Context: an optimization exercise on an open-source flow, tuned for a short achievable clock period and few clock cycles. The choices shown serve that exercise and are no tape-out recipe.
RTL that was checked went through simulation tests only; none was proved equivalent to the original.
No driver is modelled on the clock port, so clocking that relies on it looks cheaper here than on a real chip.
Power is estimated from default activity; no workload was simulated.

Design RV32core, start of the top module:
module RV32core(
        input clk,   
        input rst,   
        output[31:0] imem_addr,
        input [31:0] imem_data,
        output[31:0] dmem_addr,
        output[31:0] dmem_wdata,
        output[3:0]  dmem_wstrb,
        input [31:0] dmem_rdata
    );
    localparam BI = 4;               
    localparam NB = 1 << BI;
    localparam HI = 5;               
    localparam NH = 1 << HI;
    localparam LH = 5;               
    localparam NP = 1 << LH;
    localparam RD = 4;               
    localparam T_BR = 2'd0, T_JAL = 2'd1, T_RET = 2'd2, T_IND = 2'd3;
    reg [31:0] pc_f;
    reg        v_d;
    reg [31:0] ir_d, pc_d, ptgt_d, pc4_d;
    reg        pt_d;                 
    reg        bp_d;                 
    reg [13:0] dc_d;                 
    reg        stall_q;              
    reg [HI-1:0] bi_d;               
    reg [31:0] a_e, b_e, sd_e;       
    reg        a_m, b_m, s_m;       
    reg        a_h, b_h;            
    reg [10:0] alu_e;                
    reg [31:0] link_e, alt_e, ctgt_e, jcmp_e, pc_e;
    reg        br_e, jal_e, jalr_e, ret_e, call_e, ld_e, st_e, wen_e, pt_e;
    reg [5:0]  mc_e;                 
    reg        jx_e, jc_e;           
    reg        kill_e;               
    reg [3:0]  cs_e;                 
    reg [2:0]  f3_e;
    reg [4:0]  rd_e;
    reg [HI-1:0] bi_e;
    reg [31:0] res_m, wdata_m;
    reg [3:0]  wstrb_m;
    reg        ld_m, wen_m;
    reg [2:0]  f3_m;
    reg [12:0] ls_m;                 
    reg [31:0] res_nl;               
    reg [4:0]  rd_m;
    reg [31:0] val_w;
    reg        wen_w;
    reg [4:0]  rd_w;
    reg [32*32-1:0] rf;              
    localparam TW = 30 - BI;         
    reg [NB-1:0]    btb_v;
    reg [NB*TW-1:0] btb_tag;
    reg [NB*32-1:0] btb_tgt;
    reg [NB*2-1:0]  btb_typ;
    reg [NH*LH-1:0] dh;              
  ...
Size: roughly 15000 cells after synthesis, about 170 I/O pins, ~160000 sq um of cells after synthesis.
Settings: LEC_CHECK=0, ABC_CLOCK_PERIOD_IN_PS=100, CAP_MARGIN=20, CORE_MARGIN=2, CORE_UTILIZATION=40, SLEW_MARGIN=20; clock period 17.0 ns.
standard.sh (not shown) runs the stock make flow with config.mk's settings and CLKGATE_MAP_FILE= SYNTH_SCRIPT=/design/flow/synth_recipe.tcl, a recipe that flattens the netlist after the stock synthesis.
==> flow/flow/run.sh <==
#!/bin/bash
# Layout: the standard ORFS flow with these changes.
#  * synthesis leaves adders to abc as plain gates (ADDER_MAP_FILE empty)
#    instead of mapping them onto the library's full/half adder cells
#  * timing repair is asked to leave SETUP_SLACK_MARGIN ns of setup slack at
#    the design's clock period, so it works on the real critical paths
#  * before detailed placement, each flip-flop that drives an output port's
#    buffer is moved next to that buffer (flow/pull_outs.tcl)
#  * the port buffers are buf_4 cells (BUFFER_PORTS_ARGS), not delay cells
# Each tool's output is in synth.log and layout.log, and ORFS's logs under orfs/.
set -euo pipefail
MARGIN=${MARGIN:-12.8}
HERE=$(pwd)
bash standard.sh ADDER_MAP_FILE= synth > synth.log 2>&1
bash standard.sh ADDER_MAP_FILE= SETUP_SLACK_MARGIN=$MARGIN \
  BUFFER_PORTS_ARGS="-buffer_cell sky130_fd_sc_hd__buf_4" PRE_DETAIL_PLACE_TCL=$HERE/flow/pull_outs.tcl POST_CTS_TCL=$HERE/flow/post_cts.tcl \
  finish > layout.log 2>&1
Other scripts of this flow, unchanged in this note and not shown: flow/flow/drop_root.tcl, flow/flow/post_cts.tcl, flow/flow/pull_outs.tcl
Testbench counts at the start, summed over its fixed seeds: cycles 329,746.
Change:
--- a/flow/design.v
+++ b/flow/design.v
@@ -4,19 +4,19 @@
         input rst,   
         output[31:0] imem_addr,
         input [31:0] imem_data,
         output[31:0] dmem_addr,
         output[31:0] dmem_wdata,
         output[3:0]  dmem_wstrb,
         input [31:0] dmem_rdata
     );
-    localparam BI = 4;               
+    localparam BI = 5;               
     localparam NB = 1 << BI;
-    localparam HI = 5;               
+    localparam HI = 6;               
     localparam NH = 1 << HI;
     localparam LH = 5;               
     localparam NP = 1 << LH;
     localparam RD = 4;               
     localparam T_BR = 2'd0, T_JAL = 2'd1, T_RET = 2'd2, T_IND = 2'd3;
     reg [31:0] pc_f;
     reg        v_d;
     reg [31:0] ir_d, pc_d, ptgt_d, pc4_d;
@@ -447,17 +447,17 @@
             end else begin
                 l_cnt1 = l_cnt0 + 5'd1; l_trip1 = l_trip0; l_conf1 = l_conf0;
             end
         end else begin
             l_cnt1 = 5'd0;
             if (l_run == {1'b0, l_trip0}) begin
                 l_trip1 = l_trip0; l_conf1 = 1'b1;
             end else begin
-                l_trip1 = l_run[4:0]; l_conf1 = l_run > 6'd3;
+                l_trip1 = l_run[4:0]; l_conf1 = 1'b0;
             end
         end
     end
     reg  [LH-1:0] e_h;
     always @(*) begin : rd_e_h
         integer k;
         e_h = {LH{1'b0}};
         for (k = 0; k < NH; k = k + 1)
Effect: The changed run finished clean; sequential power came out higher by 45%; sequential cell count increases by 1749; synthesized cell count rose by 41%; die area grows by 42%; cell area increases by 41%; power went up by 43%; routed wire length went up by 49%; clock skew goes down by 0.035 ns; clock-buffer cell count grows by 239; area after synthesis increases by 42%; final cell count came out higher by 42%.
For the second run of this note, only the layout was checked, not whether the RTL still works.

---

## east
RV32core again, from the RTL that the note above started with.
export LEC_CHECK = 0
export ABC_CLOCK_PERIOD_IN_PS = 100
export CAP_MARGIN = 20
export CORE_MARGIN = 2
export CORE_UTILIZATION = 30
export SLEW_MARGIN = 20
create_clock -name core_clock -period 17.0 [get_ports {clk}]
==> flow/flow/run.sh <==
#!/bin/bash
# Layout: the standard ORFS flow with these changes.
#  * synthesis leaves adders to abc as plain gates (ADDER_MAP_FILE empty)
#    instead of mapping them onto the library's full/half adder cells
#  * timing repair is asked to leave SETUP_SLACK_MARGIN ns of setup slack at
#    the design's clock period, so it works on the real critical paths
#  * before detailed placement, each flip-flop that drives an output port's
#    buffer is moved next to that buffer (flow/pull_outs.tcl)
#  * the port buffers are buf_4 cells (BUFFER_PORTS_ARGS), not delay cells
# Each tool's output is in synth.log and layout.log, and ORFS's logs under orfs/.
set -euo pipefail
MARGIN=${MARGIN:-13.1}
HERE=$(pwd)
bash standard.sh ADDER_MAP_FILE= synth > synth.log 2>&1
bash standard.sh ADDER_MAP_FILE= SETUP_SLACK_MARGIN=$MARGIN \
  BUFFER_PORTS_ARGS="-buffer_cell sky130_fd_sc_hd__buf_4" PRE_DETAIL_PLACE_TCL=$HERE/flow/pull_outs.tcl POST_CTS_TCL=$HERE/flow/post_cts.tcl \
  finish > layout.log 2>&1
Other scripts of this flow, unchanged in this note and not shown: flow/flow/drop_root.tcl, flow/flow/post_cts.tcl, flow/flow/pull_outs.tcl
Testbench counts of east, summed over its fixed seeds: cycles 329,746.
[inputs] middle vs east
diff --git a/flow/design.v b/flow/design.v
--- a/flow/design.v
+++ b/flow/design.v
@@ -168,20 +168,22 @@
             rf1 = rf1 | ({32{rs1 == k}} & rf[k*32 +: 32]);
     end
     reg  [32-1:0] rf2;
     always @(*) begin : rd_rf2
         integer k;
         rf2 = {32{1'b0}};
         for (k = 1; k < 32; k = k + 1)
             rf2 = rf2 | ({32{rs2 == k}} & rf[k*32 +: 32]);
     end
-    wire [31:0] rv1 = (wen_m && rd_m == rs1) ? val_m : (wen_w && rd_w == rs1) ? val_w : rf1;
-    wire [31:0] rv2 = (wen_m && rd_m == rs2) ? val_m : (wen_w && rd_w == rs2) ? val_w : rf2;
+    wire fm1 = wen_m && rd_m == rs1, fm2 = wen_m && rd_m == rs2;
+    wire [31:0] rv1 = fm1 ? res_nl : (wen_w && rd_w == rs1) ? val_w : rf1;
+    wire [31:0] rv2 = fm2 ? res_nl : (wen_w && rd_w == rs2) ? val_w : rf2;
+    wire ld1 = fm1 && ld_m, ld2 = fm2 && ld_m;
     wire stall_d = stall_q;
     wire m1 = wen_e && !kill_e && rd_e == rs1;
     wire m2 = wen_e && !kill_e && rd_e == rs2;
     wire ras_ok = 1'b1;
     wire id_jal  = is_jal && !pt_d;
     wire id_br   = is_br && !pt_d && bp_d;
     wire id_ret  = is_ret && !pt_d && ras_ok;
     wire id_bad  = pt_d && !(is_br | is_jal | is_jalr);
     wire [31:0] id_tgt = id_jal ? jalt_d : id_br ? brt_d : id_ret ? ras_top : pc4_d;
@@ -340,21 +342,21 @@
                      is_br & (f3 == (pt_n ? 3'd4 : 3'd5)), is_br & (f3 == (pt_n ? 3'd5 : 3'd4)),
                      is_br & (f3 == (pt_n ? 3'd0 : 3'd1)), is_br & (f3 == (pt_n ? 3'd1 : 3'd0))};
             jx_e <= is_jalr & ~pt_n;
             jc_e <= is_jalr & pt_n;
         end
     end
     always @(posedge clk) begin
         a_h <= !rst && a_rs1 && m1;
         b_h <= !rst && b_rs2 && m2;
-        a_e <= is_auipc ? pc_d : is_lui ? 32'd0 : rv1;
-        b_e <= b_rs2 ? rv2 : is_st ? imm_s : (is_lui | is_auipc) ? imm_u : imm_i;
-        sd_e <= rv2;
+        a_e <= (a_rs1 && ld1) ? ld_v : is_auipc ? pc_d : is_lui ? 32'd0 : rv1;
+        b_e <= (b_rs2 && ld2) ? ld_v : b_rs2 ? rv2 : is_st ? imm_s : (is_lui | is_auipc) ? imm_u : imm_i;
+        sd_e <= ld2 ? ld_v : rv2;
         link_e <= pc4_d;
         alt_e <= pt_n ? pc4_d : brt_d;
         ctgt_e <= is_jal ? jalt_d : brt_d;
         jcmp_e <= ptgt_n - imm_i;
         pc_e <= pc_d;
         f3_e <= f3;
         rd_e <= rd;
         bi_e <= bi_d;
     end
## What came out
In middle the implementation completed, yet the final layout does not meet the checks, the culprit being antenna rules. Re shortest clock period the worst path allows after layout: middle is 0.044 ns up on east. Re non-clock buffer count: east and middle aren't equal, and the higher value belongs to middle. middle reports a lower setup slack than east does. Net switching power of the design up 160 uW in middle wrt east. The final clock skew of middle was inferior to that of east.
Function not checked in middle: the RTL went through the layout flow alone.

---

Another version of the RTL of RV32core (not shown whole).
Size in the first run: roughly 15000 cells after synthesis, roughly 3800 flip-flops, roughly 160000 um^2 of cells after synthesis.
export LEC_CHECK = 0
export ABC_CLOCK_PERIOD_IN_PS = 100
export CAP_MARGIN = 20
export CORE_MARGIN = 2
export CORE_UTILIZATION = 40
export SLEW_MARGIN = 20
create_clock -name core_clock -period 17.0 [get_ports {clk}]
==> flow/flow/run.sh <==
#!/bin/bash
set -euo pipefail
MARGIN=${MARGIN:-12.8}
HERE=$(pwd)
bash standard.sh ADDER_MAP_FILE= synth > synth.log 2>&1
bash standard.sh ADDER_MAP_FILE= SETUP_SLACK_MARGIN=$MARGIN \
  PRE_DETAIL_PLACE_TCL=$HERE/flow/pull_outs.tcl POST_CTS_TCL=$HERE/flow/post_cts.tcl \
  finish > layout.log 2>&1
Other scripts of this flow, unchanged in this note and not shown: flow/flow/drop_root.tcl, flow/flow/post_cts.tcl, flow/flow/pull_outs.tcl
The baseline completed without violations.
Testbench counts at the start, summed over its fixed seeds: cycles 330,387.
Edit:
--- a/flow/design.v
+++ b/flow/design.v
@@ -65,56 +65,64 @@
     reg [1:0]    ras_sp;             
     wire [31:0] dr = dmem_rdata;
     wire ld_sx = ls_m[7] & dr[15] | ls_m[8] & dr[31];
     wire ld_sb = ls_m[9] & dr[7] | ls_m[10] & dr[15] | ls_m[11] & dr[23] | ls_m[12] & dr[31];
     wire [31:0] ld_v = {
         {16{ls_m[6]}} & dr[31:16] | {16{ld_sx | ld_sb}},
         {8{ls_m[4]}} & dr[15:8] | {8{ls_m[5]}} & dr[31:24] | {8{ld_sb}},
         {8{ls_m[0]}} & dr[7:0] | {8{ls_m[1]}} & dr[15:8] | {8{ls_m[2]}} & dr[23:16] |
         {8{ls_m[3]}} & dr[31:24]};
     wire [31:0] val_m = ld_v | res_nl;
     reg [31:0] pc_o, res_o;
     assign imem_addr = pc_o;
-    reg  [HI-1:0] px_f;
+    reg  [4:0]    px_f;
     wire [BI-1:0] bx_f = px_f[BI-1:0];
     wire [HI-1:0] hx_f = px_f[HI-1:0];
+    reg  [1-1:0] bv_f;
+    always @(*) begin : rd_bv_f
+        integer k;
+        bv_f = {1{1'b0}};
+        for (k = 0; k < NB; k = k + 1)
+            bv_f = bv_f | ({1{bx_f == k}} & btb_v[k*1 +: 1]);
+    end
+    reg  [TW-1:0] btag_f;
+    always @(*) begin : rd_btag_f
+        integer k;
+        btag_f = {TW{1'b0}};
+        for (k = 0; k < NB; k = k + 1)
+            btag_f = btag_f | ({TW{bx_f == k}} & btb_tag[k*TW +: TW]);
+    end
     reg  [2-1:0] typ_f;
     always @(*) begin : rd_typ_f
         integer k;
         typ_f = {2{1'b0}};
         for (k = 0; k < NB; k = k + 1)
             typ_f = typ_f | ({2{bx_f == k}} & btb_typ[k*2 +: 2]);
     end
     reg  [1-1:0] bp_f;
     always @(*) begin : rd_bp_f
         integer k;
         bp_f = {1{1'b0}};
         for (k = 0; k < NH; k = k + 1)
             bp_f = bp_f | ({1{hx_f == k}} & dp[k*1 +: 1]);
     end
     reg  [32-1:0] btgt_f;
     always @(*) begin : rd_btgt_f
         integer k;
         btgt_f = {32{1'b0}};
         for (k = 0; k < NB; k = k + 1)
             btgt_f = btgt_f | ({32{bx_f == k}} & btb_tgt[k*32 +: 32]);
     end
-    reg taken_f;
-    always @(*) begin : tk_f
-        integer k;
-        taken_f = 1'b0;
-        for (k = 0; k < NB; k = k + 1)
-            taken_f = taken_f | (bx_f == k) & btb_v[k] & (btb_tag[k*TW +: TW] == pc_f[31:BI+2]) &
-                      (btb_typ[k*2 +: 2] != T_BR | (px_f[HI-1] ? dp[NB + k] : dp[k]));
-    end
+    wire hit_f = bv_f && btag_f == pc_f[31:BI+2];
+    wire taken_f = hit_f && (typ_f != T_BR || bp_f);
     reg  [32-1:0] ras_top;
     always @(*) begin : rd_ras_top
         integer k;
         ras_top = {32{1'b0}};
         for (k = 0; k < RD; k = k + 1)
             ras_top = ras_top | ({32{ras_sp == k}} & ras[k*32 +: 32]);
     end
     wire [1:0]  ras_up = ras_sp + 2'd1;
     wire [31:0] tgt_f = typ_f == T_RET ? ras_top : btgt_f;
     wire [31:0] pc4_f = pc_f + 32'd4;
     wire [6:0] f_op = imem_data[6:0];
     wire [4:0] f_rd = imem_data[11:7], f_rs1 = imem_data[19:15], f_rs2 = imem_data[24:20];
@@ -362,25 +370,25 @@
         if (rst) begin
             wstrb_m <= 4'd0;
             ld_m <= 1'b0;
             wen_m <= 1'b0;
         end else begin
             wstrb_m <= (st_e & ~kill_e) ? strb_e : 4'd0;
             ld_m <= ld_e & ~kill_e;
             wen_m <= wen_e & ~kill_e;
         end
     end
     always @(posedge clk) begin
         pc_o <= rst ? 32'd0 : redirect_ex ? tgt_ex : pc_nx;
-        px_f <= redirect_ex ? tgt_ex[HI+1:2] : pc_nx[HI+1:2];
+        px_f <= redirect_ex ? tgt_ex[6:2] : pc_nx[6:2];
         res_o <= rst ? 32'd0 : res_e;
         res_m <= res_e;
         wdata_m <= wd_e;
         f3_m <= f3_e;
         ls_m <= ls_e;
         res_nl <= ld_e ? 32'd0 : res_e;
         rd_m <= rd_e;
     end
     always @(posedge clk or posedge rst) begin
         if (rst) wen_w <= 1'b0;
         else wen_w <= wen_m;
     end
=>
- first-iteration DRC count is higher by 1.7%
- global-route usage is higher by 0.78 points
- total power is higher by 1.1%
- fmax is lower by 1.4%
- die area is lower by 1.2%
- via count is higher by 1.6%
- final area hardly moves
- setup slack is worse by 0.066 ns
- sequential share of layout area is higher by 0.13 points
- wire length is higher by 1.5%
- utilization is higher by 0.37 points
- cell count barely changes
Testbench counts after the change, summed over its fixed seeds: cycles 330,387.

==> re-timing with driven ports <==
No port has a modelled driver above. Below, the same layouts with a new extraction and two added sets of constraints. Step 1 sets driving cells, clkbuf_16 on the clock port and buf_2 on the other inputs (assumed; they add their load-dependent delay and slew). Step 2 times the ports against the registers' clock, not the clock port: input delays grow and output delays shrink by t, the midpoint of the rising clock arrivals with the driver on. a / b / c = ideal / step 1 / step 2; a / b = the first two.
run	shift t [ns]	setup slack, ns	hold slack, ns	worst setup path after step 2	worst register clock-pin slew, ns
the first run of note 1	0.953	12.236 / 12.074 / 11.737	0.311 / 0.311 / 0.311	input to register	0.08 / 0.08
the second run of note 1	1.076	12.197 / 11.947 / 11.618	0.292 / 0.292 / 0.292	input to register	0.08 / 0.08
east	0.984	12.386 / 12.149 / 11.672	0.294 / 0.294 / 0.294	input to register	0.07 / 0.07
middle	0.978	12.341 / 12.113 / 11.627	0.269 / 0.269 / 0.269	input to register	0.08 / 0.08
the first run of note 3	0.974	12.381 / 12.136 / 11.616	0.260 / 0.262 / 0.262	input to register	0.07 / 0.07
the second run of note 3	0.946	12.316 / 12.085 / 11.864	0.325 / 0.325 / 0.325	input to register	0.08 / 0.08
The setup slack of the first run of note 3, which loses most, moves by -0.245 ns with the drivers and by -0.765 ns with both steps.
